This is an optimization exercise on Yosys and OpenROAD, whose aim is small area, not a production implementation. In this exercise RTL edits were held to simulation tests only and were not proved equivalent to the original. Power is estimated from default activity; no workload was simulated.

==> design/flow/design.v <==
module INTEL_8254(
    input clk,
    input rst,
    input CS,
    output wire [7:0] data,
    output reg OUT0,
    input wire GATE0
    );
    reg GATE0S, flag, FLAG;  
    reg [3:0] counter;  
    reg [3:0] capture;  
    reg [3:0] Toggles;  
    wire toggle = GATE0 ^ GATE0S;  
    wire flag_now = flag | toggle;  
    wire [3:0] Toggles_now = (Toggles < 10) ? Toggles + 4'd1 : (FLAG ? 4'd1 : Toggles);
    always @(posedge clk, negedge rst)  
        if(~rst) begin
            flag <= 0;
            capture <= 0;
            Toggles <= 4'hF;
        end
        else if(CS && toggle) begin
            capture <= counter;  
            flag <= 1;  
            Toggles <= Toggles_now;  
        end
    always @(posedge clk, negedge rst)  
        if(~rst) begin
            GATE0S <= 1;
            FLAG <= 0;
        end
        else if(CS) begin
            GATE0S <= GATE0;  
            FLAG <= flag_now;
        end
    always @(posedge clk, negedge rst)
        if(~rst) begin
            OUT0 <= 0;
            counter <= 1;
        end
        else if(CS)
            begin
                if(flag_now)
                    if(toggle)  
                            begin
                                if(FLAG & ~(Toggles_now%10 == 0))  
                                    OUT0 <= 1;  
                                else
                                    OUT0 <= 0;
                                counter <= 1;  
                            end
                        else
                            begin
                                OUT0 <= 0;  
                                counter <= counter + 1;  
                            end
            end
        else
            OUT0 <= 0;  
assign data = {4'b0000, capture};  
endmodule
module INTEL_8237(
input clk,
input rst,
output [8:0] Address,
output reg EOP,
output MEMW,
input  DREQ,
input  CS,
output BHE
);
reg [8:0] address;
assign MEMW = DREQ && CS;   
assign BHE  = MEMW && address[0];   
always @ (posedge clk or negedge rst)  
    begin
      if(!rst)
        begin
          address <= 0;
          EOP <= 0;
        end
      else if (DREQ == 1 && CS)
        begin
          address <= address + 1;  
          EOP <= (address == 98) ? 1:0;  
        end
    end
assign Address = address;  
endmodule
module RAM(
input clk,
input rst,
input wire MEMW,
input wire MEMR,
input [7:0] Address,
input [7:0] data_in,
output [7:0] data_out,
input CS
);
parameter size = 256,
          word = 16;
integer i;
reg [word/2-1:0]Mem[0:size-1];
always @ ( posedge clk or negedge rst )
begin
 if ( !rst )
   for ( i =0 ; i<size ; i = i + 1)
   begin
     Mem[i] <= 0;
   end
 else
 begin
  if ( MEMW == 1 && CS)
    Mem[Address] <= data_in;
 end
end
assign data_out = (MEMR && CS) ? Mem[Address]: 8'b0;
endmodule
module barcode39(
input clk,
input rst_n,
input scan_en,
input scan_bit,
input mem_rd,
input [8:0] rd_addr,
output [7:0] rd_data,
output eop
);
wire wDREQ, wMEMW, wBHE;
wire [7:0] data_timer_wire;
wire [8:0] dma_address;
wire [7:0] even_data, odd_data;
wire [8:0] wAddressBus = wMEMW ? dma_address : rd_addr;
wire wBHE_bus = wMEMW ? wBHE : rd_addr[0];
INTEL_8254 Timer(
.clk(clk),
.rst(rst_n),
.CS(scan_en),
.data(data_timer_wire),
.OUT0(wDREQ),
.GATE0(scan_bit));
INTEL_8237 DMA_Unit(
.clk(clk),
.rst(rst_n),
.Address(dma_address),
.MEMW(wMEMW),
.DREQ(wDREQ),
.CS(!mem_rd),
.EOP(eop),
.BHE(wBHE));
RAM EVEN(
.clk(clk),
.rst(rst_n),
.MEMW(wMEMW),
.MEMR(mem_rd),
.Address(wAddressBus[8:1]),
.data_in(data_timer_wire),
.data_out(even_data),
.CS(!wBHE_bus && wAddressBus[0] == 1'b0)
);
RAM ODD(
.clk(clk),
.rst(rst_n),
.MEMW(wMEMW),
.MEMR(mem_rd),
.Address(wAddressBus[8:1]),
.data_in(data_timer_wire),
.data_out(odd_data),
.CS(wBHE_bus && wAddressBus[0] == 1'b1)
);
assign rd_data = even_data | odd_data;
endmodule
==> design/flow/run.sh <==
#!/bin/bash
# synth_recipe.tcl (not shown) runs the flow's synth.tcl, then flattens the netlist and writes it again
# the make line also repeats each setting of config.mk as NAME=value (left out here)
make -C /OpenROAD-flow-scripts/flow DESIGN_CONFIG=/design/flow/config.mk WORK_HOME=/design/flow/orfs CLKGATE_MAP_FILE= SYNTH_SCRIPT=/design/flow/synth_recipe.tcl finish
==> design/flow/config.mk <==
export PLATFORM = sky130hd
export DESIGN_NAME = barcode39
export DESIGN_NICKNAME = barcode39
export VERILOG_FILES = /design/flow/design.v
export SDC_FILE = /design/flow/constraint.sdc
export NUM_CORES = 8
export LEC_CHECK = 0
export CAP_MARGIN = 50
export CORE_MARGIN = 2
export CORE_UTILIZATION = 30
export PLACE_DENSITY = 0.45
export SLEW_MARGIN = 50
==> design/flow/constraint.sdc <==
create_clock -name core_clock -period 20.0 [get_ports {clk}]
set_input_delay 4.0000 -clock core_clock [delete_from_list [all_inputs] [get_ports {clk}]]
set_output_delay 4.0000 -clock core_clock [all_outputs]
set_load 0.01 [all_outputs]
==> results of run 1 <==
[metal layers]
layer / track usage, % / vias up / share of wire [%]
li1: - / 28700 / -
met1: 61.1 / 44800 / 39
met2: 65.0 / 6836 / 39
met3: 19.0 / 2003 / 12
met4: 40.6 / 34 / 10
met5: 0 / - / 0.030
[worst paths after layout]
path                                     to  slack, ns  cells after the start
setup / recovery                 rd_data[2]       4.43                     16
hold / removal              ODD.Mem[243][2]       0.50                      1
setup reg to reg              ODD.Mem[0][2]      14.34                     14
hold reg to reg             ODD.Mem[243][2]       0.50                      1
max in group asynchronous  EVEN.Mem[169][2]      13.48                      8
min in group asynchronous        Timer.FLAG       2.93                      1
[Yosys cell counts (7+ instances only)]
master       n  area [µm²]
buf_2       92         460
dfrtp_1   2068       51700
mux2_2    2051       23100
a32o_1      21         210
nor4_2      72         901
or4_1       15         113
nand2_1    411        1540
nor4_1     224        1400
nand3_1     73         365
o21ai_0     35         175
a22o_1     307        2690
a221oi_1   302        2650
nor2_1     347        1300
nor3_1      27         135
and2_0      28         175
and3_1      10        62.6
buf_1       15        56.3
buf_6       14         158
mux2i_1     10         100
a21oi_1     18        90.1
buf_4       39         293
clkbuf_1   297        1110
nand2b_1    10        62.6
ha_1         7        87.6
nand4_1    140         876
a222oi_1    15         150
a22oi_1    348        2610
a32oi_1     14         123
inv_1       19        71.3
o22ai_1     12        75.1
[state kept, by name (all words and copies together) (netlist names)]
signal and cells:
Timer.capture 4, Timer.FLAG 1, Timer.OUT0 1, DMA_Unit.EOP 1
Timer.Toggles 4, Timer.counter 4, Timer.flag 1, EVEN.Mem 1024
Timer.GATE0S 1, ODD.Mem 1024, DMA_Unit.address 9
[final cells by class]
class,instances,area (µm²)
Fill cell,30000,194000
Inverter,19,71.3
Clock inverter,69,1080
Tap cell,4140,5180
Multi-Input combinational cell,4582,43800
Sequential cell,2074,51900
Antenna cell,114,285
Timing Repair Buffer,789,7360
Clock buffer,394,7790
[power by group through the flow]
stage	clock network (mW)	logic [mW]	registers, mW
CTS	5.10	1.44	4.33
finish	5.09	1.51	4.33
global route	5.27	1.49	4.34
floorplan	0	0.563	4.35
global placement	0	1.33	4.42
detailed placement	0	1.44	4.41
[worst max-delay path: stages]
cell and delay [ns]:
clkdlybuf4s50_1 0.78, nand2b_4 0.35, buf_12 0.23, buf_16 0.19
mux2_8 0.62, buf_4 0.63, nor4_2 0.12, buf_4 0.32
a22o_1 0.28, a221oi_2 0.52, nand4_1 0.57, nor4_2 0.73
nand4_1 0.67, o32ai_1 0.50, o22ai_1 0.27, clkdlybuf4s50_1 0.58
[metrics by stage]
stage                     hold slack (ns)  cell area [µm²]  setup WS (ns)  total power [mW]
after floorplan                     0.464            93900           9.09              4.91
after global placement              0.485           104000           3.44              5.75
after detailed placement            0.491           108000           4.76              5.85
after CTS                           0.504           117000           4.71              10.9
after global routing                0.509           117000           4.63              11.1
final                               0.504           117000           4.43              10.9
[cells by family after synthesis]
kind of cell | after synthesis | synth area share, %
AO/OA/AOI/OAI | 1115 | 9.78
XOR/XNOR | 9 | 0.0840
adder cells (fa/ha/maj) | 7 | 0.0933
buffers and inverters | 476 | 2.29
flip-flops | 2074 | 55.3
multiplexers | 2069 | 24.8
other | 1 | 0.00399
AND/OR/NAND/NOR | 1378 | 7.61
==> results.json, run 1 <==
{
  "grt_pass1_wl_um": 965000,
  "rows": 205,
  "placedCellCount": 11600,
  "status": "finished clean",
  "drive_gt1_share_pct": 48.3,
  "r2r_start": "Timer.OUT0",
  "htreeDepth": 5,
  "critPathLaunch": "mem_rd",
  "synth_area_per_cell_um2": 13.2,
  "required_ns": 16.00,
  "min_period_over_period_pct": 77.9,
  "min_path_type": "reg -> reg",
  "clk_latency_ns": 0.95,
  "antenna_left": 0,
  "routedWlPerCell_um": 64.5,
  "peakVddDrop_mv": 0.0880,
  "ys.flop_type": "dfrtp_1",
  "gp_congestion": 1.09,
  "clkPwrFrac_pct": 46.6,
  "dieArea_mm2": 0.317,
  "setup_violations": 0,
  "p_comb_share_pct": 13.8,
  "viasPerCell": 6.76,
  "final_cell_mix": "2060 x dfrtp_1, 2050 x mux2_2, 584 x buf_4",
  "p_int_mw": 7.45,
  "routed_wl_um": 785000,
  "crit_path_start_kind": "input port",
  "fin_crit_ns": 15.57,
  "leakagePower_nw": 54.0,
  "min_from": "ODD.Mem[243][2]",
  "instances_no_fill": 12200,
  "portBuffers": 18,
  "drc": 0,
  "grt_max_degree": 82,
  "ys_seq_elements": 2074,
  "core_area_mm2": 0.312,
  "seqPwrFrac_pct": 39.6,
  "postCtsHoldBufs": 0,
  "layout_commonest_cell": "dfrtp_1",
  "fmax_mhz": 64.2,
  "netlist_area_mm2": 0.0939,
  "skew_ns": 0.0616,
  "synth-seq-area-share_pct": 55.3,
  "die_w_um": 563,
  "vias": 82400,
  "drt_iter0_drc": 13100,
  "syn-instance-count": 7129,
  "endpoint_kind": "output pin",
  "grt_overflow_total": 0,
  "synth_edf_count": 0,
  "cts_buffers": 263,
  "ys_warn_count": 4,
  "antenna_found_initial": 154,
  "cts.path.max_buffers": 4,
  "grt_pass1_vias": 75700,
  "clock-sinks": 2074,
  "p_sw_mw": 3.49,
  "num_io_pins": 23,
  "tns_ns": 0,
  "drv_slew": 0,
  "initial_core_util_pct": 30.1,
  "clkTransAtPathRegs_ns": 0.06,
  "async_reset_ff_share_pct": 100,
  "final_util_pct": 37.7,
  "nNetsFinal": 7750,
  "relSlewSlack_pct": 39.5,
  "drv_cap": 0,
  "cp.arrival_ns": 11.57,
  "critPathKind": "in -> out",
  "finalHoldViolations": 0,
  "drtPass1Iterations": 6,
  "globalRouteTotalUtil_pct": 48.6,
  "worst_pin_slew_ns": 0.907,
  "synthToLayoutAreaGrowth_pct": 25.1,
  "dpl.hpwl_um": 605000,
  "switching_share_pct": 31.9,
  "critical_path.max_fanout": 38,
  "post-cts-setup-buffer-count": 0,
  "ys_types": 64,
  "tritoncts": "yes",
  "power_density_mw_per_mm2": 93.1,
  "ctsResizeCount": 0,
  "rsz0062_at_grt": "false",
  "cts_root_buf": "clkbuf_16",
  "die_h_um": 563
}
==> run 2, diff against run 1 <==
--- a/design/flow/design.v
+++ b/design/flow/design.v
@@ -65,12 +65,11 @@
 output [8:0] Address,
 output reg EOP,
+output reg Wrapped,
 output MEMW,
 input  DREQ,
-input  CS,
-output BHE
+input  CS
 );
 reg [8:0] address;
 assign MEMW = DREQ && CS;   
-assign BHE  = MEMW && address[0];   
 always @ (posedge clk or negedge rst)  
     begin
@@ -79,9 +78,11 @@
           address <= 0;
           EOP <= 0;
+          Wrapped <= 0;
         end
-      else if (DREQ == 1 && CS)
+      else if (MEMW)
         begin
           address <= address + 1;  
           EOP <= (address == 98) ? 1:0;  
+          if (&address) Wrapped <= 1;
         end
     end
@@ -91,29 +92,46 @@
 input clk,
 input rst,
-input wire MEMW,
-input wire MEMR,
-input [7:0] Address,
-input [7:0] data_in,
-output [7:0] data_out,
-input CS
+input MEMW,             
+input [8:0] waddr,
+input [3:0] wdata,
+input [8:0] raddr,
+output [3:0] rdata      
 );
-parameter size = 256,
-          word = 16;
-integer i;
-reg [word/2-1:0]Mem[0:size-1];
-always @ ( posedge clk or negedge rst )
-begin
- if ( !rst )
-   for ( i =0 ; i<size ; i = i + 1)
-   begin
-     Mem[i] <= 0;
-   end
- else
- begin
-  if ( MEMW == 1 && CS)
-    Mem[Address] <= data_in;
- end
-end
-assign data_out = (MEMR && CS) ? Mem[Address]: 8'b0;
+reg [8:0] phase;        
+reg [8:0] head;         
+reg [2047:0] ring;
+reg [63:0] pb;          
+wire [8:0] d = head - phase - 9'd1;            
+wire [4:0] m = waddr[4:0] - head[4:0];         
+wire drain = (m != 5'd0) && (d[3:0] == 4'd0);  
+wire [3:0] hdata = pb[4*head[3:0] +: 4];
+always @(posedge clk or negedge rst)
+  if (!rst) begin
+    phase <= 0;
+    head <= 0;
+  end else begin
+    phase <= phase + 9'd1;
+    if (drain) head <= head + 9'd1;
+  end
+genvar g;
+generate
+  for (g = 0; g < 16; g = g + 1) begin : pbw
+    always @(posedge clk)
+      if (MEMW && waddr[3:0] == g) pb[4*g +: 4] <= wdata;
+  end
+  for (g = 0; g < 512; g = g + 1) begin : rw
+    if (g % 16 == 0) begin : ins
+      always @(posedge clk)
+        ring[4*g +: 4] <= (drain && d[8:4] == g/16) ? hdata : ring[4*((g+1)%512) +: 4];
+    end else begin : sh
+      always @(posedge clk)
+        ring[4*g +: 4] <= ring[4*((g+1)%512) +: 4];
+    end
+  end
+endgenerate
+wire [8:0] rpos = raddr - phase;
+wire [8:0] roff = raddr - head;
+wire pend = roff < {4'd0, m};
+assign rdata = pend ? pb[4*raddr[3:0] +: 4] : ring[4*rpos +: 4];
 endmodule
 module barcode39(
@@ -127,10 +145,8 @@
 output eop
 );
-wire wDREQ, wMEMW, wBHE;
+wire wDREQ, wMEMW, wWrapped;
 wire [7:0] data_timer_wire;
 wire [8:0] dma_address;
-wire [7:0] even_data, odd_data;
-wire [8:0] wAddressBus = wMEMW ? dma_address : rd_addr;
-wire wBHE_bus = wMEMW ? wBHE : rd_addr[0];
+wire [3:0] mem_data;
 INTEL_8254 Timer(
 .clk(clk),
@@ -144,29 +160,18 @@
 .rst(rst_n),
 .Address(dma_address),
+.EOP(eop),
+.Wrapped(wWrapped),
 .MEMW(wMEMW),
 .DREQ(wDREQ),
-.CS(!mem_rd),
-.EOP(eop),
-.BHE(wBHE));
-RAM EVEN(
+.CS(!mem_rd));
+RAM Buffer(
 .clk(clk),
 .rst(rst_n),
 .MEMW(wMEMW),
-.MEMR(mem_rd),
-.Address(wAddressBus[8:1]),
-.data_in(data_timer_wire),
-.data_out(even_data),
-.CS(!wBHE_bus && wAddressBus[0] == 1'b0)
-);
-RAM ODD(
-.clk(clk),
-.rst(rst_n),
-.MEMW(wMEMW),
-.MEMR(mem_rd),
-.Address(wAddressBus[8:1]),
-.data_in(data_timer_wire),
-.data_out(odd_data),
-.CS(wBHE_bus && wAddressBus[0] == 1'b1)
-);
-assign rd_data = even_data | odd_data;
+.waddr(dma_address),
+.wdata(data_timer_wire[3:0]),
+.raddr(rd_addr),
+.rdata(mem_data));
+wire written = wWrapped || (rd_addr < dma_address);
+assign rd_data = {4'b0000, written ? mem_data : 4'b0000};
 endmodule
==> design/flow/config.mk (replaced) <==
export PLATFORM = sky130hd
export DESIGN_NAME = barcode39
export DESIGN_NICKNAME = barcode39
export VERILOG_FILES = /design/flow/design.v
export SDC_FILE = /design/flow/constraint.sdc
export NUM_CORES = 8
export LEC_CHECK = 0
export ABC_AREA = 1
export CAP_MARGIN = 10
export CORE_MARGIN = 2
export CORE_UTILIZATION = 60
export PLACE_DENSITY = 0.7
export SLEW_MARGIN = 10
==> run 2 against run 1 <==
  * Area after synthesis shrank 24%
  * Total power shrank 11%
  * Combinational power fell by 16%
  * Maximum frequency grew 3.3%
  * Sequential cell count increased by 83
  * Wire length shrank 78%
  * Non-clock buffer count shrank 716
  * Die area shrank 62%
  * Setup slack gained 0.50 ns
  * Design area fell by 33%
==> results.json, run 2 <==
{
  "status": "finished clean",
  "grt_overflow_total": 0,
  "yosysTopAreaCell": "dfxtp_1",
  "syn-instance-count": 8332,
  "fin_crit_ns": 15.07,
  "synth_edf_count": 64,
  "ys.flop_type": "dfxtp_1",
  "largest_registers": "Buffer.ring x2048, Buffer.pb x64",
  "p_int_mw": 7.09,
  "antenna_cells": 0,
  "synthTopCellsByCount": "3085 x nand2_1, 2048 x dfxtp_1, 1311 x nand3_1, 401 x o21ai_0, 395 x nor2_1",
  "worst_slack_ns": 4.93,
  "nNetsFinal": 8196,
  "synth_area_per_cell_um2": 8.52,
  "power_density_mw_per_mm2": 124,
  "critical_path.max_fanout": 160,
  "ctsResizeCount": 0,
  "leakagePower_nw": 32.3,
  "postCtsHoldBufs": 0,
  "async_reset_ff_share_pct": 2.09,
  "clkPwrFrac_pct": 40.8,
  "power_mw": 9.72,
  "ys_top_cells_by_area": "dfxtp_1 58%, nand2_1 16%, nand3_1 9.2%",
  "top_register": "Buffer.ring",
  "final_cell_mix": "3083 x nand2_1, 2048 x dfxtp_1, 1311 x nand3_1",
  "vias": 53100,
  "portBuffers": 18,
  "dpl.hpwl_um": 94800,
  "die_h_um": 348,
  "gp_congestion": 0.860,
  "cp.arrival_ns": 11.07,
  "post-cts-setup-buffer-count": 0,
  "finalHoldViolations": 0,
  "netlist_area_mm2": 0.0710,
  "peakVddDrop_mv": 0.152,
  "drc": 0,
  "dieArea_mm2": 0.121,
  "seqPwrFrac_pct": 46.1,
  "cts.path.max_buffers": 3,
  "final_util_pct": 66.7,
  "drv_slew": 0,
  "die_w_um": 348,
  "synth-seq-area-share_pct": 62.1,
  "fmax_mhz": 66.4,
  "rows": 126,
  "grt_max_degree": 205,
  "setup_violations": 0,
  "ys_seq_elements": 2157,
  "ys_warn_count": 3,
  "switching_share_pct": 27.1,
  "endpoint_kind": "output pin",
  "critPathKind": "in -> out",
  "clkTransAtPathRegs_ns": 0.07,
  "required_ns": 16.00,
  "routed_wl_um": 173000,
  "num_io_pins": 23,
  "tritoncts": "yes",
  "p_sw_mw": 2.63,
  "skew_ns": 0.0318,
  "netlist.area_leader.share_pct": 57.8,
  "layout_commonest_cell": "nand2_1",
  "relSlewSlack_pct": 26.4,
  "viasPerCell": 5.40,
  "htreeDepth": 4,
  "pre_cts_slack_ns": 5.02,
  "globalRouteTotalUtil_pct": 28.5,
  "cts_buffers": 202,
  "min_from": "Buffer.ring[1632]",
  "tns_ns": 0,
  "crit_path_start_kind": "input port",
  "min_period_over_period_pct": 75.4,
  "r2r_start": "Buffer.head[1]",
  "drtPass1Iterations": 6,
  "min_path_type": "reg -> reg",
  "grt_pass1_wl_um": 279000,
  "routedWlPerCell_um": 17.6,
  "largest_reg_flops": 2048,
  "p_comb_share_pct": 13.1,
  "antenna_found_initial": 2,
  "drt_iter0_drc": 5091,
  "grt_pass1_vias": 51100,
  "critPathLaunch": "rd_addr[1]",
  "clk_latency_ns": 0.82,
  "synthToLayoutAreaGrowth_pct": 10.6,
  "ys_types": 47,
  "initial_core_util_pct": 60.3,
  "worst_pin_slew_ns": 1.10,
  "antenna_left": 0,
  "rsz0062_at_grt": "false",
  "cts_root_buf": "clkbuf_16",
  "clock-sinks": 2157,
  "synth.most_common_cell": "nand2_1",
  "drive_gt1_share_pct": 5.28,
  "drv_cap": 0,
  "core_area_mm2": 0.118
}
run 2: critical path, cell delays in order:
cell             delay [ns]
clkdlybuf4s50_1        1.03
inv_1                  0.57
fa_4                   1.58
buf_12                 0.68
buf_4                  0.79
o21ai_0                0.18
o21ai_0                0.22
nand2_1                0.08
nand3_1                0.13
nand3_1                0.08
nand3_1                0.27
nand3_1                0.11
nand3_1                0.10
nand3_1                0.26
nand3_1                0.18
nand2_1                0.09
inv_1                  0.07
clkdlybuf4s50_1        0.52
run 2: routing by layer:
metal / vias to the layer above / routed length, µm / GRT usage (%)
met5: - / 0 / 0
met4: 0 / 4870 / 9.81
met3: 322 / 10400 / 4.16
met2: 1539 / 78900 / 45.8
met1: 25000 / 78900 / 39.5
li1: 26300 / - / -
run 2: final cells by class:
class	instances	area, µm²
Sequential cell	2157	44100
Inverter	215	825
Timing Repair Buffer	73	713
Tap cell	1536	1920
Clock inverter	85	1010
Clock buffer	285	5970
Fill cell	9558	39300
Multi-Input combinational cell	5478	24000
run 2: cells by family after synthesis:
| kind of cell | count (synthesis) | share of synthesized area [%] |
|---|---|---|
| adder cells (fa/ha/maj) | 55 | 1.01 |
| XOR/XNOR | 48 | 0.613 |
| AND/OR/NAND/NOR | 4828 | 28.0 |
| flip-flops | 2157 | 62.1 |
| buffers and inverters | 700 | 4.33 |
| other | 1 | 0.00528 |
| AO/OA/AOI/OAI | 543 | 4.01 |
run 2: final timing paths:
kind | cells after the start | endpoint | slack, ns
setup reg to reg | 10 | Buffer.ring[1027] | 14.88
max in group asynchronous | 2 | Buffer.phase[8] | 16.27
setup / recovery | 18 | rd_data[2] | 4.93
hold reg to reg | 0 | Buffer.ring[1628] | 0.32
min in group asynchronous | 2 | Timer.flag | 3.30
hold / removal | 0 | Buffer.ring[1628] | 0.32
run 2: power groups by stage:
stage               registers, mW  clock network, mW  logic, mW
CTS                          4.48               4.01       1.26
global route                 4.49               4.20       1.38
finish                       4.48               3.97       1.27
global placement             4.57                  0       1.24
floorplan                    4.54                  0      0.794
detailed placement           4.58                  0       1.25
run 2: stage by stage:
step                std cells  hold slack, ns  instance area [µm²]
CTS                      9829           0.321                78500
global route             9829           0.330                78500
finish                   9829           0.315                78500
detailed placement       9459           0.332                71500
global placement         9459           0.327                71500
floorplan                8335           0.323                71000
==> run 3, diff against run 2 <==
==> design/flow/config.mk (replaced) <==
export PLATFORM = sky130hd
export DESIGN_NAME = barcode39
export DESIGN_NICKNAME = barcode39
export VERILOG_FILES = /design/flow/design.v
export SDC_FILE = /design/flow/constraint.sdc
export NUM_CORES = 8
export LEC_CHECK = 0
export CAP_MARGIN = 50
export CORE_MARGIN = 2
export CORE_UTILIZATION = 30
export PLACE_DENSITY = 0.45
export SLEW_MARGIN = 50
==> run 3 against run 2 <==
  * Maximum frequency up 9.0%
  * Combinational power down 26%
  * Area after synthesis down 6.0%
  * Sequential cell count unchanged
  * Register-to-register slack better by 1.1 ns
  * Largest cell class unchanged
  * Largest power group unchanged
  * Sequential share of layout area rose by 0.44 points
  * Die area up 87%
  * Core utilization fell by 32 points
==> results.json, run 3 <==
{
  "htreeDepth": 4,
  "portBuffers": 18,
  "tns_ns": 0,
  "power_mw": 9.58,
  "routed_wl_um": 156000,
  "r2r_start": "Buffer.head[0]",
  "num_io_pins": 23,
  "endpoint": "rd_data[0]",
  "largest_registers": "Buffer.ring x2048, Buffer.pb x64",
  "min_path_type": "reg -> reg",
  "grt_pass1_vias": 35400,
  "fin_crit_ns": 13.83,
  "gp_congestion": 0.742,
  "peakVddDrop_mv": 0.0789,
  "cp.arrival_ns": 9.83,
  "required_ns": 16.00,
  "reg2reg_depth": 11,
  "synth.most_common_cell": "dfxtp_1",
  "seqPwrFrac_pct": 46.7,
  "clk_latency_ns": 0.85,
  "rsz0062_at_grt": "false",
  "synth_area_per_cell_um2": 16.5,
  "nNetsFinal": 4194,
  "post-cts-setup-buffer-count": 0,
  "power_density_mw_per_mm2": 123,
  "critPathKind": "in -> out",
  "routedWlPerCell_um": 21.4,
  "ctsResizeCount": 0,
  "initial_core_util_pct": 30.1,
  "switching_share_pct": 25.0,
  "dpl.hpwl_um": 99100,
  "drive_gt1_share_pct": 28.8,
  "crit_path_start_kind": "input port",
  "postCtsHoldBufs": 0,
  "cts.path.max_buffers": 3,
  "endpoint_kind": "output pin",
  "relSlewSlack_pct": 50.6,
  "layout_commonest_cell": "dfxtp_1",
  "syn-instance-count": 4030,
  "rows": 173,
  "p_sw_mw": 2.39,
  "ys_types": 89,
  "synth_edf_count": 64,
  "antenna_left": 0,
  "r2r_setup_slack_ns": 16.01,
  "worst_pin_slew_ns": 0.742,
  "final_cell_mix": "2048 x dfxtp_1, 608 x mux4_2, 237 x nand2_1",
  "grt_overflow_total": 0,
  "synthToLayoutAreaGrowth_pct": 16.8,
  "p_comb_share_pct": 9.8,
  "netlist.area_leader.share_pct": 61.5,
  "drtPass1Iterations": 7,
  "die_w_um": 475,
  "core_area_mm2": 0.222,
  "clkPwrFrac_pct": 43.5,
  "vias": 33200,
  "antenna_found_initial": 16,
  "final_util_pct": 35.1,
  "p_int_mw": 7.19,
  "globalRouteTotalUtil_pct": 14.0,
  "cts_root_buf": "clkbuf_16",
  "drv_cap": 0,
  "ys_warn_count": 3,
  "critical_path.max_fanout": 44,
  "setup_violations": 0,
  "critPathLaunch": "rd_addr[0]",
  "ys.flop_type": "dfxtp_1",
  "die_h_um": 475,
  "top_register": "Buffer.ring",
  "skew_ns": 0.0365,
  "cts_buffers": 219,
  "status": "finished clean",
  "drv_slew": 0,
  "synth-seq-area-share_pct": 66.1,
  "ys_seq_elements": 2157,
  "synthTopCellsByCount": "2048 x dfxtp_1, 611 x mux4_2, 240 x nand2_1, 146 x mux2_2",
  "drt_iter0_drc": 2200,
  "dieArea_mm2": 0.226,
  "leakagePower_nw": 28.8,
  "instances_no_fill": 7284,
  "min_period_over_period_pct": 69.1,
  "ys_top_cells_by_area": "dfxtp_1 61%, mux4_2 21%, edfxtp_1 2.9%",
  "viasPerCell": 4.55,
  "netlist_area_mm2": 0.0667,
  "tritoncts": "yes",
  "grt_pass1_wl_um": 236000,
  "drc": 0,
  "placedCellCount": 6874,
  "clkTransAtPathRegs_ns": 0.06,
  "r2r_end": "Buffer.ring[960]",
  "hold_slack_ns": 0.316,
  "finalHoldViolations": 0,
  "largest_reg_flops": 2048,
  "clock-sinks": 2157,
  "yosysTopAreaCell": "dfxtp_1",
  "async_reset_ff_share_pct": 2.09,
  "grt_max_degree": 107,
  "fmax_mhz": 72.3
}
[run 3: cell count changes after synthesis, moves of 51 or more]
cell | previous run | this run
inv_1 | 207 | 45
nor2_1 | 395 | 64
mux2i_1 | 0 | 57
mux2_2 | 0 | 146
a21oi_1 | 88 | 35
clkbuf_1 | 174 | 55
mux4_2 | 0 | 611
buf_2 | 199 | 64
nand3_1 | 1311 | 62
nand2_1 | 3085 | 240
o21ai_0 | 401 | 27
buf_1 | 64 | 13
[run 3: worst min-delay path by stage]
stage | from | endpoint | slack [ns] | depth (start not counted)
2_1_floorplan | Buffer.ring[1012] | Buffer.ring[1008] | 0.33 | 0
3_3_place_gp | Buffer.ring[120] | Buffer.ring[116] | 0.33 | 0
3_5_place_dp | Buffer.ring[726] | Buffer.ring[722] | 0.33 | 0
4_1_cts | Buffer.ring[1343] | Buffer.ring[1339] | 0.31 | 0
5_1_grt | Buffer.ring[1039] | Buffer.ring[1035] | 0.32 | 0
6_report | Buffer.ring[1298] | Buffer.ring[1294] | 0.32 | 0
[run 3: cells by family after synthesis]
group	synth area share (%)
buffers and inverters	2.14
and+or+nand+nor	3.66
other	0.00562
DFF	66.1
xor gates and xnor gates	0.696
adders and majority gates	1.08
AOI/OAI and AO/OA	2.05
muxes	24.3
[run 3: cell type report]
| cell class | count | area (µm²) |
|---|---|---|
| repair buffers | 79 | 1050 |
| multi-input cells | 1622 | 21400 |
| flip-flops and latches | 2157 | 44100 |
| clock buffers | 330 | 6520 |
| clock inverters | 71 | 962 |
| diodes | 4 | 10.0 |
| inverters | 46 | 173 |
| fillers | 21100 | 144000 |
| well taps | 2975 | 3720 |
[run 3: worst max-delay path, stage by stage]
cell and delay, ns:
clkdlybuf4s50_1 0.45, buf_4 0.35, inv_1 0.16, ha_4 0.20
fa_4 0.90, buf_12 0.23, buf_16 0.18, buf_4 0.56
mux4_2 0.41, mux4_2 0.53, nand2_1 0.09, nand3_1 0.08
a21oi_1 0.64, o31ai_1 0.12, a41o_1 0.33, clkdlybuf4s50_1 0.51
[run 3: per-stage QoR]
| stage | area (µm²) | worst slack (ns) |
|---|---|---|
| after floorplan | 66700 | 8.55 |
| after global placement | 69900 | 5.43 |
| final | 77900 | 6.17 |
| after detailed placement | 70300 | 5.96 |
| after global routing | 77900 | 5.84 |
| after CTS | 77800 | 5.97 |
[run 3: power by group through the flow]
stage / registers [mW] / logic (mW) / clock network [mW]
2_1_floorplan: 4.53 / 0.556 / 0
3_3_place_gp: 4.57 / 0.908 / 0
3_5_place_dp: 4.57 / 0.965 / 0
4_1_cts: 4.47 / 0.968 / 4.28
5_1_grt: 4.48 / 1.02 / 4.47
6_report: 4.47 / 0.940 / 4.17
[run 3: metal layers]
| metal | GRT usage [%] | share of wire, % | vias up |
|---|---|---|---|
| met5 | 0 | 0.026 | - |
| met4 | 4.25 | 2.4 | 6 |
| met3 | 2.76 | 4.5 | 241 |
| met2 | 21.2 | 45 | 578 |
| met1 | 20.0 | 48 | 17200 |
| li1 | - | - | 15100 |
==> run 4, diff against run 3 <==
--- a/design/flow/design.v
+++ b/design/flow/design.v
@@ -133,5 +133,54 @@
 wire [8:0] roff = raddr - head;
 wire pend = roff < {4'd0, m};
-assign rdata = pend ? pb[4*raddr[3:0] +: 4] : ring[4*rpos +: 4];
+wire [7:0] lsel = 8'd1 << rpos[2:0];
+wire [63:0] bseln = ~(64'd1 << rpos[8:3]);
+wire [3:0] rval;
+genvar b, k;
+generate
+  for (b = 0; b < 4; b = b + 1) begin : rb
+    wire [63:0] blk;
+    for (k = 0; k < 64; k = k + 1) begin : bk
+      wire [7:0] d;
+      assign d = {ring[4*(8*k+7)+b], ring[4*(8*k+6)+b], ring[4*(8*k+5)+b], ring[4*(8*k+4)+b],
+                  ring[4*(8*k+3)+b], ring[4*(8*k+2)+b], ring[4*(8*k+1)+b], ring[4*(8*k+0)+b]};
+      rd_blk u (.d(d), .s(lsel), .gn(bseln[k]), .y(blk[k]));
+    end
+    rd_or64 o (.a(blk), .y(rval[b]));
+  end
+endgenerate
+assign rdata = pend ? pb[4*raddr[3:0] +: 4] : rval;
+endmodule
+module rd_blk(
+input [7:0] d,
+input [7:0] s,
+input gn,
+output y
+);
+wire n0, n1;
+ao222n g0 (.a(d[2:0]), .s(s[2:0]), .y(n0));
+ao222n g1 (.a(d[5:3]), .s(s[5:3]), .y(n1));
+rd_tail g2 (.n0(n0), .n1(n1), .a(d[7:6]), .s(s[7:6]), .gn(gn), .y(y));
+endmodule
+module ao222n(input [2:0] a, input [2:0] s, output y);
+assign y = ~((a[0] & s[0]) | (a[1] & s[1]) | (a[2] & s[2]));
+endmodule
+module rd_tail(input n0, input n1, input [1:0] a, input [1:0] s, input gn, output y);
+assign y = ~((n0 & n1 & ~((a[0] & s[0]) | (a[1] & s[1]))) | gn);
+endmodule
+module rd_or64(
+input [63:0] a,
+output y
+);
+wire [3:0] l2;
+genvar i;
+generate
+  for (i = 0; i < 4; i = i + 1) begin : g
+    or16 u (.a(a[16*i +: 16]), .y(l2[i]));
+  end
+endgenerate
+assign y = |l2;
+endmodule
+module or16(input [15:0] a, output y);
+assign y = ~&{~|a[3:0], ~|a[7:4], ~|a[11:8], ~|a[15:12]};
 endmodule
 module barcode39(
==> design/flow/config.mk (replaced) <==
export PLATFORM = sky130hd
export DESIGN_NAME = barcode39
export DESIGN_NICKNAME = barcode39
export VERILOG_FILES = /design/flow/design.v
export SDC_FILE = /design/flow/constraint.sdc
export NUM_CORES = 8
export LEC_CHECK = 0
export CAP_MARGIN = 10
export CORE_MARGIN = 2
export CORE_UTILIZATION = 60
export CTS_BUF_LIST = sky130_fd_sc_hd__clkbuf_8
export CTS_CLUSTER_DIAMETER = 80
export CTS_CLUSTER_SIZE = 12
export PLACE_DENSITY = 0.7
export SLEW_MARGIN = 10
export SYNTH_HIERARCHICAL = 1
==> run 4 against run 3 <==
  * Worst hold slack got worse by 0.0043 ns
  * Synthesized cell count grew 0.52%
  * Highest routed layer unchanged
  * Combinational power shrank 23%
  * Sequential cell count did not move
  * Register-to-register slack got worse by 0.53 ns
  * Global-route usage is 15 points higher
  * Area after synthesis down 11%
  * Setup slack got worse by 1.0 ns
  * Design area shrank 17%
  * Via count rose by 12%
  * Clock power fell by 46%
  * Maximum frequency is 6.8% lower
==> results.json, run 4 <==
{
  "grt_pass1_wl_um": 226000,
  "rows": 115,
  "ys_warn_count": 9,
  "grt_pass1_vias": 36700,
  "netlist_area_mm2": 0.0594,
  "post-cts-setup-buffer-count": 0,
  "pre_cts_slack_ns": 5.30,
  "largest_registers": "Buffer.ring x2048, Buffer.pb x64",
  "min_from": "Buffer.ring[1049]",
  "power_density_mw_per_mm2": 115,
  "synthToLayoutAreaGrowth_pct": 8.58,
  "num_io_pins": 23,
  "clk_latency_ns": 0.92,
  "r2r_setup_slack_ns": 15.48,
  "syn-instance-count": 4051,
  "worst_pin_slew_ns": 1.20,
  "tritoncts": "yes",
  "routedWlPerCell_um": 26.7,
  "r2r_end": "Buffer.ring[322]",
  "reg2reg_depth": 9,
  "rsz0062_at_grt": "false",
  "required_ns": 16.00,
  "relSlewSlack_pct": 19.6,
  "nNetsFinal": 4339,
  "cts.path.max_buffers": 3,
  "grt_max_degree": 151,
  "peakVddDrop_mv": 0.0986,
  "r2r_start": "Buffer.head[3]",
  "critical_path.max_fanout": 127,
  "critPathKind": "in -> out",
  "dieArea_mm2": 0.101,
  "worst_slack_ns": 5.16,
  "hold_slack_ns": 0.312,
  "fin_crit_ns": 14.84,
  "ctsResizeCount": 0,
  "fmax_mhz": 67.4,
  "clkTransAtPathRegs_ns": 0.08,
  "vias": 37000,
  "path_cells": "clkdlybuf4s50_1, buf_4, inv_1, ha_1, inv_1, fa_1, xnor2_1, nor3_4, buf_4, buf_12, buf_4, a222oi_1, a31oi_1, nor4_1, nand4_1, or4_1, mux2_2, o221ai_1, a21oi_1, clkdlybuf4s50_1",
  "cp.buffers_inverters": 8,
  "initial_core_util_pct": 60.4,
  "drt_iter0_drc": 5740,
  "drive_gt1_share_pct": 10.9,
  "min_period_over_period_pct": 74.2,
  "status": "finished clean",
  "tns_ns": 0,
  "grt_use_met1_pct": 42.2,
  "die_w_um": 319,
  "layout_commonest_cell": "dfxtp_1",
  "synth_area_per_cell_um2": 14.7,
  "grt_use_met3_pct": 6.08,
  "antenna_found_initial": 10,
  "whs_path_depth": 0,
  "gp_congestion": 0.829,
  "cpLargestDelayFamily": "buffers and inverters",
  "drc": 0,
  "endpoint_kind": "output pin",
  "final_cell_mix": "2048 x dfxtp_1, 512 x a222oi_1, 258 x a31oi_1",
  "cts_root_buf": "clkbuf_8",
  "crit_slowest_cell": "or4_1",
  "slowest_delay_ns": 0.80,
  "finalHoldViolations": 0,
  "routed_wl_um": 149000,
  "viasPerCell": 6.62,
  "top_register": "Buffer.ring",
  "drtPass1Iterations": 15,
  "die_h_um": 319,
  "drv_cap": 0,
  "crit_path_start_kind": "input port",
  "htreeDepth": 4,
  "portBuffers": 18,
  "postCtsHoldBufs": 0,
  "dpl.hpwl_um": 87400,
  "fillers": 7138,
  "whs_endpoint": "Buffer.ring[1045]",
  "core_area_mm2": 0.0983,
  "drv_slew": 0,
  "largest_reg_flops": 2048,
  "cts_buffers": 197,
  "min_path_type": "reg -> reg",
  "globalRouteTotalUtil_pct": 29.0,
  "setup_violations": 0,
  "crit_path_frequent_cell": "buf_4",
  "leakagePower_nw": 22.5,
  "grt_use_met2_pct": 43.1,
  "grt_busiest_layer": "met2",
  "skew_ns": 0.0575,
  "grt_overflow_total": 0,
  "antenna_left": 0,
  "clock-sinks": 2157,
  "cp.arrival_ns": 10.84
}
==> run 4: how the worst max path moves through the flow <==
stage | depth (start not counted) | from | endpoint | slack, ns
after detailed placement | 20 | rd_addr[0] | rd_data[1] | 5.30
after global placement | 20 | rd_addr[0] | rd_data[3] | 5.28
after CTS | 20 | rd_addr[0] | rd_data[1] | 5.29
after floorplan | 16 | rd_addr[0] | rd_data[0] | 1.05
final | 20 | rd_addr[0] | rd_data[1] | 5.16
after global routing | 20 | rd_addr[0] | rd_data[1] | 5.03
==> run 4: power breakdown <==
| group | internal (mW) | switching (mW) | leakage, nW |
|---|---|---|---|
| clock network | 0.899 | 1.34 | 1.55 |
| logic | 0.196 | 0.527 | 3.33 |
| registers | 4.38 | 0.0584 | 17.6 |
| total | 5.47 | 1.93 | 22.5 |
==> run 4: cell type report <==
type,instances,area [µm²],share of cell area [%]
inverters,45,169,0.262
clock inverters,28,190,0.295
diodes,3,7.51,0.0116
flip-flops and latches,2157,44100,68.3
well taps,1287,1610,2.50
clock buffers,199,2740,4.25
multi-input cells,1815,15100,23.5
repair buffers,56,573,0.889
==> run 4: metrics by stage <==
stage                     utilization, %  instance area (µm²)  std cells  total power, mW
after floorplan                        -                59400       4054             4.91
after global placement              62.6                61500       5360             5.24
after detailed placement            62.6                61500       5360             5.24
after CTS                           65.6                64500       5587             7.42
after global routing                65.6                64500       5589             7.65
final                               65.6                64500       5590             7.40
==> run 4: routing by layer <==
layer	share of wire (%)	wire, µm
met1	44	65800
met2	44	65400
met3	9.2	13700
met4	3.0	4480
met5	0.013	20
==> run 5, diff against run 4 <==
==> design/flow/design.v (replaced) <==
module INTEL_8254(
    input clk,
    input rst,
    input CS,
    output [3:0] WIDTH,   
    output WSTB,          
    output reg OUT0,
    input wire GATE0
    );
    reg GATE0S;           
    reg flag;             
    reg [3:0] elem;       
    reg [3:0] counter;    
    wire toggle = GATE0 ^ GATE0S;
    always @(posedge clk, negedge rst)
        if (~rst) begin
            GATE0S <= 1;
            flag <= 0;
            elem <= 0;
            OUT0 <= 0;
        end
        else if (CS) begin
            GATE0S <= GATE0;
            if (toggle) begin
                flag <= 1;
                OUT0 <= flag && (elem != 4'd0);  
                elem <= (elem == 4'd9) ? 4'd0 : elem + 4'd1;
            end
            else
                OUT0 <= 0;
        end
        else
            OUT0 <= 0;  
    always @(posedge clk)
        if (CS)
            counter <= toggle ? 4'd1 : counter + 4'd1;
    assign WIDTH = counter;
    assign WSTB = CS && toggle;
endmodule
module INTEL_8237(
input clk,
input rst,
output [8:0] Address,
output [3:0] NextLow,   
output reg EOP,
output reg Wrapped,
output MEMW,
input  DREQ,
input  CS
);
reg [8:0] address;
assign MEMW = DREQ && CS;   
assign NextLow = address[3:0] + {3'b000, MEMW};
always @ (posedge clk or negedge rst)  
    begin
      if(!rst)
        begin
          address <= 0;
          EOP <= 0;
          Wrapped <= 0;
        end
      else if (MEMW)
        begin
          address <= address + 1;  
          EOP <= (address == 98) ? 1:0;  
          if (&address) Wrapped <= 1;
        end
    end
assign Address = address;  
endmodule
module RAM(
input clk,
input rst,
input MEMW,             
input [8:0] waddr,
input stage,            
input [3:0] slot,
input [3:0] wdata,
input [8:0] raddr,
output [3:0] rdata      
);
reg [8:0] phase;        
reg [8:0] head;         
reg [2047:0] ring;
reg [63:0] pb;          
wire [8:0] d = head - phase - 9'd1;            
wire [4:0] m = waddr[4:0] - head[4:0];         
wire drain = (m != 5'd0) && (d[3:0] == 4'd0);  
wire [3:0] hdata = pb[4*head[3:0] +: 4];
wire [31:0] insel = {31'd0, drain} << d[8:4];    
always @(posedge clk or negedge rst)
  if (!rst) begin
    phase <= 0;
    head <= 0;
  end else begin
    phase <= phase + 9'd1;
    if (drain) head <= head + 9'd1;
  end
genvar g, b;
generate
  for (g = 0; g < 16; g = g + 1) begin : pbw
    always @(posedge clk)
      if (stage && slot == g) pb[4*g +: 4] <= wdata;
  end
  for (g = 0; g < 512; g = g + 1) begin : rw
    if (g % 16 == 0) begin : ins
      wire [3:0] nx;
      for (b = 0; b < 4; b = b + 1) begin : ib
        ins_mux u (.s(insel[g/16]), .sn(~insel[g/16]), .h(hdata[b]), .r(ring[4*((g+1)%512)+b]), .y(nx[b]));
      end
      always @(posedge clk)
        ring[4*g +: 4] <= nx;
    end else begin : sh
      always @(posedge clk)
        ring[4*g +: 4] <= ring[4*((g+1)%512) +: 4];
    end
  end
endgenerate
wire [8:0] rpos = raddr - phase;
wire [8:0] roff = raddr - head;
wire pend = roff < {4'd0, m};
wire [7:0] lsel = 8'd1 << rpos[2:0];
wire [7:0] psel = 8'd1 << raddr[2:0];
wire [63:0] bseln = ~({63'd0, ~pend} << rpos[8:3]);
wire [1:0] pseln = ~({1'b0, pend} << raddr[3]);
genvar k;
generate
  for (b = 0; b < 4; b = b + 1) begin : rb
    wire [65:0] blk;
    for (k = 0; k < 64; k = k + 1) begin : bk
      wire [7:0] dd;
      for (g = 0; g < 8; g = g + 1) begin : bd
        assign dd[g] = ring[4*(8*k+g)+b];
      end
      rd_blk u (.d(dd), .s(lsel), .gn(bseln[k]), .y(blk[k]));
    end
    for (k = 0; k < 2; k = k + 1) begin : pk
      wire [7:0] dd;
      for (g = 0; g < 8; g = g + 1) begin : pd
        assign dd[g] = pb[4*(8*k+g)+b];
      end
      rd_blk u (.d(dd), .s(psel), .gn(pseln[k]), .y(blk[64+k]));
    end
    wire [3:0] l2;
    for (k = 0; k < 4; k = k + 1) begin : ok
      or16 u (.a(blk[16*k +: 16]), .y(l2[k]));
    end
    assign rdata[b] = |{l2, blk[65:64]};
  end
endgenerate
endmodule
module ins_mux(input s, input sn, input h, input r, output y);
assign y = (s & h) | (sn & r);
endmodule
module rd_blk(
input [7:0] d,
input [7:0] s,
input gn,
output y
);
wire n0, n1;
ao222n g0 (.a(d[2:0]), .s(s[2:0]), .y(n0));
ao222n g1 (.a(d[5:3]), .s(s[5:3]), .y(n1));
rd_tail g2 (.n0(n0), .n1(n1), .a(d[7:6]), .s(s[7:6]), .gn(gn), .y(y));
endmodule
module ao222n(input [2:0] a, input [2:0] s, output y);
assign y = ~((a[0] & s[0]) | (a[1] & s[1]) | (a[2] & s[2]));
endmodule
module rd_tail(input n0, input n1, input [1:0] a, input [1:0] s, input gn, output y);
assign y = ~((n0 & n1 & ~((a[0] & s[0]) | (a[1] & s[1]))) | gn);
endmodule
module or16(input [15:0] a, output y);
assign y = ~&{~|a[3:0], ~|a[7:4], ~|a[11:8], ~|a[15:12]};
endmodule
module barcode39(
input clk,
input rst_n,
input scan_en,
input scan_bit,
input mem_rd,
input [8:0] rd_addr,
output [7:0] rd_data,
output eop
);
wire wDREQ, wMEMW, wWrapped, wWSTB;
wire [3:0] wWIDTH, wNextLow;
wire [8:0] dma_address;
wire [3:0] mem_data;
INTEL_8254 Timer(
.clk(clk),
.rst(rst_n),
.CS(scan_en),
.WIDTH(wWIDTH),
.WSTB(wWSTB),
.OUT0(wDREQ),
.GATE0(scan_bit));
INTEL_8237 DMA_Unit(
.clk(clk),
.rst(rst_n),
.Address(dma_address),
.NextLow(wNextLow),
.EOP(eop),
.Wrapped(wWrapped),
.MEMW(wMEMW),
.DREQ(wDREQ),
.CS(!mem_rd));
RAM Buffer(
.clk(clk),
.rst(rst_n),
.MEMW(wMEMW),
.waddr(dma_address),
.stage(wWSTB),
.slot(wNextLow),
.wdata(wWIDTH),
.raddr(rd_addr),
.rdata(mem_data));
wire written = mem_rd && (wWrapped || (rd_addr < dma_address));
assign rd_data = {4'b0000, written ? mem_data : 4'b0000};
endmodule
--- a/design/flow/config.mk
+++ b/design/flow/config.mk
@@ -9,7 +9,7 @@
 export CORE_MARGIN = 2
 export CORE_UTILIZATION = 60
-export CTS_BUF_LIST = sky130_fd_sc_hd__clkbuf_8
-export CTS_CLUSTER_DIAMETER = 80
-export CTS_CLUSTER_SIZE = 12
+export CTS_BUF_LIST = sky130_fd_sc_hd__clkbuf_16
+export CTS_CLUSTER_DIAMETER = 120
+export CTS_CLUSTER_SIZE = 30
 export PLACE_DENSITY = 0.7
 export SLEW_MARGIN = 10
==> run 5 against run 4 <==
  * Register-to-register slack about the same
  * Area after synthesis decreased by 0.51%
  * Still clean
  * Critical path type unchanged
  * Clock power decreased by 11%
  * Design area decreased by 1.7%
  * Sequential power about the same
  * Setup slack improved by 0.18 ns
  * Total power decreased by 3.4%
  * Critical path depth decreased by 2
  * Largest power group unchanged
  * Worst hold slack improved by 0.030 ns
==> results.json, run 5 <==
{
  "antenna_cells": 0,
  "syn-instance-count": 4059,
  "nNetsFinal": 4242,
  "min_period_over_period_pct": 73.3,
  "status": "finished clean",
  "drive_gt1_share_pct": 4.87,
  "rsz0062_at_grt": "false",
  "regArea_mm2": 0.0439,
  "synth-seq-area-share_pct": 74.4,
  "cts_root_buf": "clkbuf_16",
  "routed_wl_um": 148000,
  "clk_latency_ns": 0.69,
  "synth_edf_count": 68,
  "initial_core_util_pct": 60.3,
  "peakVddDrop_mv": 0.150,
  "routedWlPerCell_um": 27.1,
  "cts.path.max_buffers": 3,
  "tritoncts": "yes",
  "grt_pass1_wl_um": 225000,
  "ys.flop_type": "dfxtp_1",
  "largest_registers": "Buffer.ring x2048, Buffer.pb x64",
  "power_mw": 7.15,
  "postCtsHoldBufs": 0,
  "worst_slack_ns": 5.34,
  "drv_slew": 0,
  "cp.arrival_ns": 10.66,
  "num_io_pins": 23,
  "netlist_area_mm2": 0.0591,
  "drtPass1Iterations": 11,
  "critPathKind": "in -> out",
  "leakagePower_nw": 21.6,
  "grt_overflow_total": 0,
  "worst_pin_slew_ns": 1.24,
  "drt_iter0_drc": 5589,
  "antenna_found_initial": 0,
  "ys_types": 80,
  "largest_reg_flops": 2048,
  "drc": 0,
  "required_ns": 16.00,
  "top_register": "Buffer.ring",
  "fmax_mhz": 68.2,
  "grt_pass1_vias": 36000,
  "htreeDepth": 3,
  "yosysTopAreaCell": "dfxtp_1",
  "final_cell_mix": "2048 x dfxtp_1, 528 x a222oi_1, 265 x a22oi_1, 265 x a31oi_1, 131 x a22o_1",
  "tns_ns": 0,
  "drv_cap": 0,
  "finalHoldViolations": 0,
  "ctsResizeCount": 0,
  "crit_path_start_kind": "input port",
  "synth.most_common_cell": "dfxtp_1",
  "synthToLayoutAreaGrowth_pct": 7.26,
  "dieArea_mm2": 0.101,
  "viasPerCell": 6.76,
  "clkTransAtPathRegs_ns": 0.11,
  "endpoint_kind": "output pin",
  "portBuffers": 18,
  "dpl.hpwl_um": 89400,
  "cts_buffers": 81,
  "layout_commonest_cell": "dfxtp_1",
  "vias": 37000,
  "clock-sinks": 2152,
  "ys_top_cells_by_area": "dfxtp_1 69%, a222oi_1 8.9%, edfxtp_1 3.5%",
  "gp_congestion": 0.838,
  "rows": 115,
  "netlist.area_leader.share_pct": 69.4,
  "ys_warn_count": 9,
  "min_path_type": "reg -> reg",
  "relSlewSlack_pct": 16.8,
  "die_h_um": 318,
  "core_area_mm2": 0.0980,
  "skew_ns": 0.0282,
  "antenna_left": 0,
  "die_w_um": 318,
  "pre_cts_slack_ns": 5.45,
  "power_density_mw_per_mm2": 113,
  "grt_max_degree": 133,
  "fin_crit_ns": 14.66,
  "fillers": 7286,
  "multi_input_area_mm2": 0.0149,
  "async_reset_ff_share_pct": 1.67,
  "synthTopCellsByCount": "2048 x dfxtp_1, 528 x a222oi_1, 265 x a22oi_1, 265 x a31oi_1, 131 x a22o_1",
  "critical_path.max_fanout": 132,
  "ys_seq_elements": 2152,
  "setup_violations": 0,
  "globalRouteTotalUtil_pct": 28.6,
  "post-cts-setup-buffer-count": 0,
  "synth_area_per_cell_um2": 14.6
}
[run 5: cell count changes in the layout (fill, tap and decap cells not counted), moves of 62 or more]
| cell | delta |
|---|---|
| mux2_2 | -131 |
| nand3_1 | +62 |
| nand2_1 | -76 |
| clkbuf_8 | -199 |
| a22o_1 | +130 |
| clkbuf_16 | +84 |
[run 5: per-module statistics from Yosys (local to each module, per instance), a selection]
module	cells inside	flip-flops and latches	copies in the design
rd_tail	2	0	264
RAM	2664	2130	1
ins_mux	1	0	128
barcode39	41	0	1
INTEL_8254	39	11	1
ao222n	1	0	528
INTEL_8237	51	11	1
or16	5	0	16
[run 5: metal layers]
metal / GRT usage [%] / part of all wire (%) / vias up
li1: - / - / 16600
met1: 42.2 / 44 / 18500
met2: 44.8 / 46 / 1634
met3: 3.32 / 7.7 / 228
met4: 8.28 / 3.0 / 0
met5: 0 / 0 / -
[run 5: final timing paths]
path | start | cells past startpoint | slack (ns) | end
max in group asynchronous | rst_n | 1 | 15.99 | Buffer.head[2]
worst min-delay path | Buffer.ring[600] | 0 | 0.34 | Buffer.ring[596]
worst max register to register | Buffer.head[1] | 8 | 15.48 | Buffer.ring[834]
min in group asynchronous | rst_n | 1 | 3.44 | Buffer.phase[7]
worst min register to register | Buffer.ring[600] | 0 | 0.34 | Buffer.ring[596]
worst max-delay path | rd_addr[0] | 18 | 5.34 | rd_data[2]
[run 5: area by class of cell]
type / count / area share [%]
Clock buffer: 84 / 3.32
Multi-Input combinational cell: 1841 / 23.5
Inverter: 39 / 0.231
Timing Repair Buffer: 62 / 0.956
Clock inverter: 10 / 0.134
Sequential cell: 2152 / 69.4
Tap cell: 1287 / 2.54
[run 5: kinds of logic after synthesis]
kind of cell    after synthesis  synth area share, %
buf+inv                      69                0.597
xor+xnor                     58                0.923
fa+ha+maj                    51                 1.13
mux                          22                0.807
compound gates             1289                 18.3
other cells                   1              0.00635
flops                      2152                 74.4
simple gates                417                 3.82
[run 5: critical path, cell delays in order]
cell and delay (ns):
clkdlybuf4s50_1 0.53, inv_1 0.20, ha_1 0.19, inv_1 0.05, fa_1 0.48, xor2_1 0.70
nor2_4 0.07, buf_4 0.30, buf_4 0.33, buf_12 0.36, a222oi_1 0.45, a31oi_1 0.16
nor4_1 0.68, nand4_1 0.51, nor4_2 0.71, nand2_1 0.16, a21boi_1 0.16, clkdlybuf4s50_1 0.49
[run 5: where the power goes]
group	total [mW]	internal [mW]	switching, mW
combinational	0.733	0.195	0.538
clock	2.00	0.778	1.22
sequential	4.42	4.36	0.0572
total	7.15	5.33	1.81
[run 5: metrics by stage]
stage	hold slack [ns]	std cells	instance area, µm²	utilization [%]
floorplan	0.330	4062	59100	-
global placement	0.332	5381	61200	62.4
detailed placement	0.334	5381	61200	62.4
CTS	0.346	5475	63400	64.7
global route	0.347	5475	63400	64.7
finish	0.342	5475	63400	64.7
==> run 6, diff against run 5 <==
--- a/design/flow/design.v
+++ b/design/flow/design.v
@@ -84,8 +84,8 @@
 reg [2047:0] ring;
 reg [63:0] pb;          
-wire [8:0] d = head - phase - 9'd1;            
+wire [8:0] d = head + ~phase;                  
 wire [4:0] m = waddr[4:0] - head[4:0];         
 wire drain = (m != 5'd0) && (d[3:0] == 4'd0);  
-wire [3:0] hdata = pb[4*head[3:0] +: 4];
+wire [3:0] hdata;
 wire [31:0] insel = {31'd0, drain} << d[8:4];    
 always @(posedge clk or negedge rst)
@@ -117,22 +117,30 @@
   end
 endgenerate
-wire [8:0] rpos = raddr - phase;
-wire [8:0] roff = raddr - head;
-wire pend = roff < {4'd0, m};
-wire [7:0] lsel = 8'd1 << rpos[2:0];
+wire [8:0] q = raddr + ~phase;
+wire [3:0] qoff = q[3:0] - d[3:0];
+wire pend = (q[8:4] == d[8:4]) && (q[3:0] >= d[3:0]) && ({1'b0, qoff} < m);
+wire [7:0] lsel = 8'd1 << q[2:0];
+wire [7:0] mseln = ~(8'd1 << q[5:3]);
+wire [7:0] hseln = ~({7'd0, ~pend} << q[8:6]);
 wire [7:0] psel = 8'd1 << raddr[2:0];
-wire [63:0] bseln = ~({63'd0, ~pend} << rpos[8:3]);
 wire [1:0] pseln = ~({1'b0, pend} << raddr[3]);
-genvar k;
+wire [7:0] hsel = 8'd1 << head[2:0];
+wire [1:0] hseln2 = ~(2'd1 << head[3]);
+genvar k, j;
 generate
   for (b = 0; b < 4; b = b + 1) begin : rb
-    wire [65:0] blk;
-    for (k = 0; k < 64; k = k + 1) begin : bk
-      wire [7:0] dd;
-      for (g = 0; g < 8; g = g + 1) begin : bd
-        assign dd[g] = ring[4*(8*k+g)+b];
-      end
-      rd_blk u (.d(dd), .s(lsel), .gn(bseln[k]), .y(blk[k]));
-    end
+    wire [7:0] grp;
+    for (j = 0; j < 8; j = j + 1) begin : gj
+      wire [7:0] blk;
+      for (k = 0; k < 8; k = k + 1) begin : bk
+        wire [7:0] dd;
+        for (g = 0; g < 8; g = g + 1) begin : bd
+          assign dd[g] = ring[4*((64*j+8*k+g+1)%512)+b];
+        end
+        rd_blk u (.d(dd), .s(lsel), .gn(mseln[k]), .y(blk[k]));
+      end
+      rd_grp u (.y(blk), .gn(hseln[j]), .g(grp[j]));
+    end
+    wire [1:0] pblk;
     for (k = 0; k < 2; k = k + 1) begin : pk
       wire [7:0] dd;
@@ -140,11 +148,16 @@
         assign dd[g] = pb[4*(8*k+g)+b];
       end
-      rd_blk u (.d(dd), .s(psel), .gn(pseln[k]), .y(blk[64+k]));
-    end
-    wire [3:0] l2;
-    for (k = 0; k < 4; k = k + 1) begin : ok
-      or16 u (.a(blk[16*k +: 16]), .y(l2[k]));
-    end
-    assign rdata[b] = |{l2, blk[65:64]};
+      rd_blk u (.d(dd), .s(psel), .gn(pseln[k]), .y(pblk[k]));
+    end
+    assign rdata[b] = |{grp, pblk};
+    wire [1:0] hblk;
+    for (k = 0; k < 2; k = k + 1) begin : hk
+      wire [7:0] dd;
+      for (g = 0; g < 8; g = g + 1) begin : hd
+        assign dd[g] = pb[4*(8*k+g)+b];
+      end
+      rd_blk u (.d(dd), .s(hsel), .gn(hseln2[k]), .y(hblk[k]));
+    end
+    assign hdata[b] = |hblk;
   end
 endgenerate
@@ -170,6 +183,6 @@
 assign y = ~((n0 & n1 & ~((a[0] & s[0]) | (a[1] & s[1]))) | gn);
 endmodule
-module or16(input [15:0] a, output y);
-assign y = ~&{~|a[3:0], ~|a[7:4], ~|a[11:8], ~|a[15:12]};
+module rd_grp(input [7:0] y, input gn, output g);
+assign g = ~((~|y[3:0] & ~|y[7:4]) | gn);
 endmodule
 module barcode39(
==> run 6 against run 5 <==
  * The layout now fails its checks (capacitance limit, slew limit)
  * Setup slack worse by 1.0 ns
  * Critical path depth increased by 3
  * Non-clock buffer count up 10
  * Global-route usage increased by 0.25 points
  * Sequential cell count unchanged
  * Total power shrank 1.4%
  * Sequential share of layout area increased by 0.62 points
  * Design area decreased by 0.88%
  * Worst hold slack got worse by 0.0070 ns
  * Sequential power about the same
  * Area after synthesis is 1.3% lower
  * Wire length down 1.5%
==> results.json, run 6 <==
{
  "status": "finished with violations",
  "check-failures": "capacitance limit, slew limit",
  "ctsResizeCount": 0,
  "clk_latency_ns": 0.70,
  "critPathKind": "in -> out",
  "power_density_mw_per_mm2": 112,
  "synth_edf_count": 68,
  "nNetsFinal": 4197,
  "layout_commonest_cell": "dfxtp_1",
  "tritoncts": "yes",
  "gp_congestion": 0.876,
  "viasPerCell": 6.71,
  "synth.most_common_cell": "dfxtp_1",
  "antenna_found_initial": 2,
  "async_reset_ff_share_pct": 1.67,
  "leakagePower_nw": 21.5,
  "endpoint_kind": "output pin",
  "cts_root_buf": "clkbuf_16",
  "placedCellCount": 5327,
  "yosysTopAreaCell": "dfxtp_1",
  "die_w_um": 316,
  "instances_no_fill": 5421,
  "ys_seq_elements": 2152,
  "antenna_cells": 0,
  "peakVddDrop_mv": 0.0909,
  "routedWlPerCell_um": 27.0,
  "die_h_um": 316,
  "ys_types": 82,
  "fin_crit_ns": 15.68,
  "drt_iter0_drc": 5521,
  "globalRouteTotalUtil_pct": 28.9,
  "core_area_mm2": 0.0966,
  "critical_path.max_fanout": 11,
  "portBuffers": 18,
  "crit_path_start_kind": "input port",
  "drv_slew": 2,
  "synthToLayoutAreaGrowth_pct": 7.67,
  "grt_max_degree": 133,
  "synth-seq-area-share_pct": 75.3,
  "relSlewSlack_pct": -3.58,
  "min_from": "Buffer.ring[866]",
  "top_register": "Buffer.ring",
  "largest_reg_flops": 2048,
  "multi_input_area_mm2": 0.0143,
  "syn-instance-count": 3990,
  "initial_core_util_pct": 60.4,
  "routed_wl_um": 146000,
  "dpl.hpwl_um": 83700,
  "grt_pass1_wl_um": 221000,
  "fmax_mhz": 63.8,
  "netlist.area_leader.share_pct": 70.3,
  "postCtsHoldBufs": 0,
  "rows": 114,
  "final_cell_mix": "2048 x dfxtp_1, 544 x a222oi_1, 272 x a22oi_1, 272 x a31oi_1, 129 x a22o_1",
  "skew_ns": 0.0292,
  "worst_pin_slew_ns": 1.54,
  "post-cts-setup-buffer-count": 0,
  "grt_pass1_vias": 36200,
  "dieArea_mm2": 0.0997,
  "min_path_type": "reg -> reg",
  "final_util_pct": 65.0,
  "r2r_end": "Buffer.ring[578]",
  "rsz0062_at_grt": "false",
  "ys_warn_count": 9,
  "drive_gt1_share_pct": 4.66,
  "drc": 0,
  "grt_overflow_total": 0,
  "vias": 36400,
  "ys_top_cells_by_area": "dfxtp_1 70%, a222oi_1 9.3%, a22oi_1 3.5%",
  "ys.flop_type": "dfxtp_1",
  "cts.path.max_buffers": 3,
  "regArea_mm2": 0.0439,
  "num_io_pins": 23,
  "endpoint": "rd_data[3]",
  "synthTopCellsByCount": "2048 x dfxtp_1, 544 x a222oi_1, 272 x a22oi_1, 272 x a31oi_1, 129 x a22o_1",
  "cts_buffers": 81,
  "htreeDepth": 3,
  "fillers": 6982,
  "cp.arrival_ns": 11.68,
  "clkTransAtPathRegs_ns": 0.11,
  "required_ns": 16.00,
  "antenna_left": 0,
  "drtPass1Iterations": 14,
  "netlist_area_mm2": 0.0583,
  "setup_violations": 0,
  "tns_ns": 0,
  "min_period_over_period_pct": 78.4,
  "r2r_setup_slack_ns": 15.54,
  "reg2reg_depth": 10,
  "critPathLaunch": "rd_addr[0]",
  "finalHoldViolations": 0,
  "r2r_start": "Buffer.head[0]",
  "drv_cap": 2,
  "largest_registers": "Buffer.ring x2048, Buffer.pb x64",
  "clock-sinks": 2152,
  "synth_area_per_cell_um2": 14.6
}
run 6: changes by cell type in the layout (fill, tap and decap cells not counted), sizes merged, moves of 8 or more:
cell / previous run / this run
o21ai: 20 / 10
and2: 17 / 6
nand3: 81 / 18
nand2b: 16 / 6
or2: 17 / 6
a222oi: 528 / 544
buf: 45 / 54
nand4: 32 / 10
o211ai: 12 / 4
o311ai: 0 / 8
nand2: 53 / 72
a21oi: 20 / 50
mux4: 20 / 0
run 6: per-layer routing:
metal / up-vias / routed length (µm) / share of wire (%) / track usage [%]
met5: - / 19 / 0.013 / 0
met2: 1575 / 65200 / 45 / 45.1
li1: 16400 / - / - / -
met3: 280 / 12900 / 8.8 / 5.86
met1: 18100 / 62200 / 43 / 40.0
met4: 2 / 5830 / 4.0 / 10.9
run 6: critical path, stage by stage:
cell             delay [ns]
clkdlybuf4s50_1        0.71
ha_1                   0.24
inv_1                  0.06
fa_1                   0.71
inv_1                  0.16
ha_1                   0.34
a221o_1                0.32
o21ai_0                0.11
xnor2_1                0.15
ha_1                   0.27
o211ai_1               0.10
a21oi_1                0.07
a211o_1                0.30
a2bb2oi_1              0.23
nand4_4                0.29
o311ai_1               1.00
a21oi_1                0.29
nor4_1                 1.11
nand3_1                0.45
a21boi_2               0.29
clkdlybuf4s50_1        0.48
run 6: per-module statistics from Yosys (local to each module, per instance), a selection:
module | times used | flops+latches | cell area [µm²]
ins_mux | 128 | 0 | 8.76
barcode39 | 1 | 0 | 300
INTEL_8237 | 1 | 11 | 559
rd_tail | 272 | 0 | 13.8
ao222n | 544 | 0 | 10.0
rd_grp | 32 | 0 | 17.5
INTEL_8254 | 1 | 11 | 503
run 6: worst min-delay path by stage:
stage | endpoint | slack, ns | depth (start not counted)
2_1_floorplan | Buffer.ring[1004] | 0.33 | 0
3_3_place_gp | Buffer.ring[622] | 0.33 | 0
3_5_place_dp | Buffer.ring[429] | 0.33 | 0
4_1_cts | Buffer.ring[1682] | 0.35 | 0
5_1_grt | Buffer.ring[565] | 0.35 | 0
6_report | Buffer.ring[862] | 0.34 | 0
run 6: final cells by class:
cell class | count | area share (%)
repair buffers | 72 | 1.13
clock inverters | 11 | 0.0976
inverters | 40 | 0.239
flip-flops and latches | 2152 | 70.0
clock buffers | 83 | 3.31
well taps | 1276 | 2.54
multi-input cells | 1787 | 22.7
run 6: where the power goes:
| part | switching (mW) | internal, mW |
|---|---|---|
| clock network | 1.21 | 0.756 |
| registers | 0.0511 | 4.36 |
| logic | 0.500 | 0.171 |
| total | 1.76 | 5.29 |
run 6: kinds of logic (layout without fill, tap and decap cells):
group | after synthesis | count (layout) | share of synthesized area, %
compound gates | 1325 | 1325 | 18.9
xor+xnor | 58 | 58 | 0.959
fa+ha+maj | 49 | 49 | 1.10
buf+inv | 54 | 206 | 0.397
flops | 2152 | 2152 | 75.3
mux | 5 | 5 | 0.101
other cells | 1 | 4 | 0.00643
simple gates | 346 | 346 | 3.18
run 6: stage by stage:
stage,area [µm²],hold slack [ns],setup WS (ns),power (mW)
final,62800,0.335,4.32,7.05
after global routing,62800,0.346,4.19,7.26
after CTS,62800,0.345,4.69,7.05
after detailed placement,60700,0.334,4.67,5.16
after global placement,60700,0.331,4.84,5.15
after floorplan,58400,0.330,1.75,4.84

-- port drivers added, routing unchanged --
The results above use ideal ports. As a check the final layouts listed here were re-extracted and re-timed, cells and wires unchanged.
Step 1 (the two cells are an assumption about what drives the block):
set clk [get_ports {clk}]
set_driving_cell -lib_cell sky130_fd_sc_hd__clkbuf_16 $clk
set_driving_cell -lib_cell sky130_fd_sc_hd__buf_2 [delete_from_list [all_inputs] $clk]
Step 2 also shifts input and output timing later by t, the mid clock arrival at the registers, as if the neighbouring blocks saw the same clock.
a / b / c = ideal / step 1 / step 2; a / b = the first two.
run | t, ns | slack for setup (ns) | worst data-port slew with drivers (ns) | cell pins on the clock port's net
run 1 | 1.043 | 4.428 / 4.383 / 4.383 | 0.15 | 1
run 2 | 0.885 | 4.930 / 4.907 / 4.907 | 0.04 | 1
run 3 | 0.906 | 6.171 / 6.143 / 6.143 | 0.03 | 1
run 4 | 0.955 | 5.163 / 5.142 / 5.142 | 0.03 | 1
run 5 | 0.750 | 5.341 / 5.320 / 5.320 | 0.06 | 1
run 6 | 0.757 | 4.324 / 4.300 / 4.300 | 0.07 | 1
The setup slack of run 1, which loses most, moves by -0.045 ns with the drivers and by -0.045 ns with both steps.
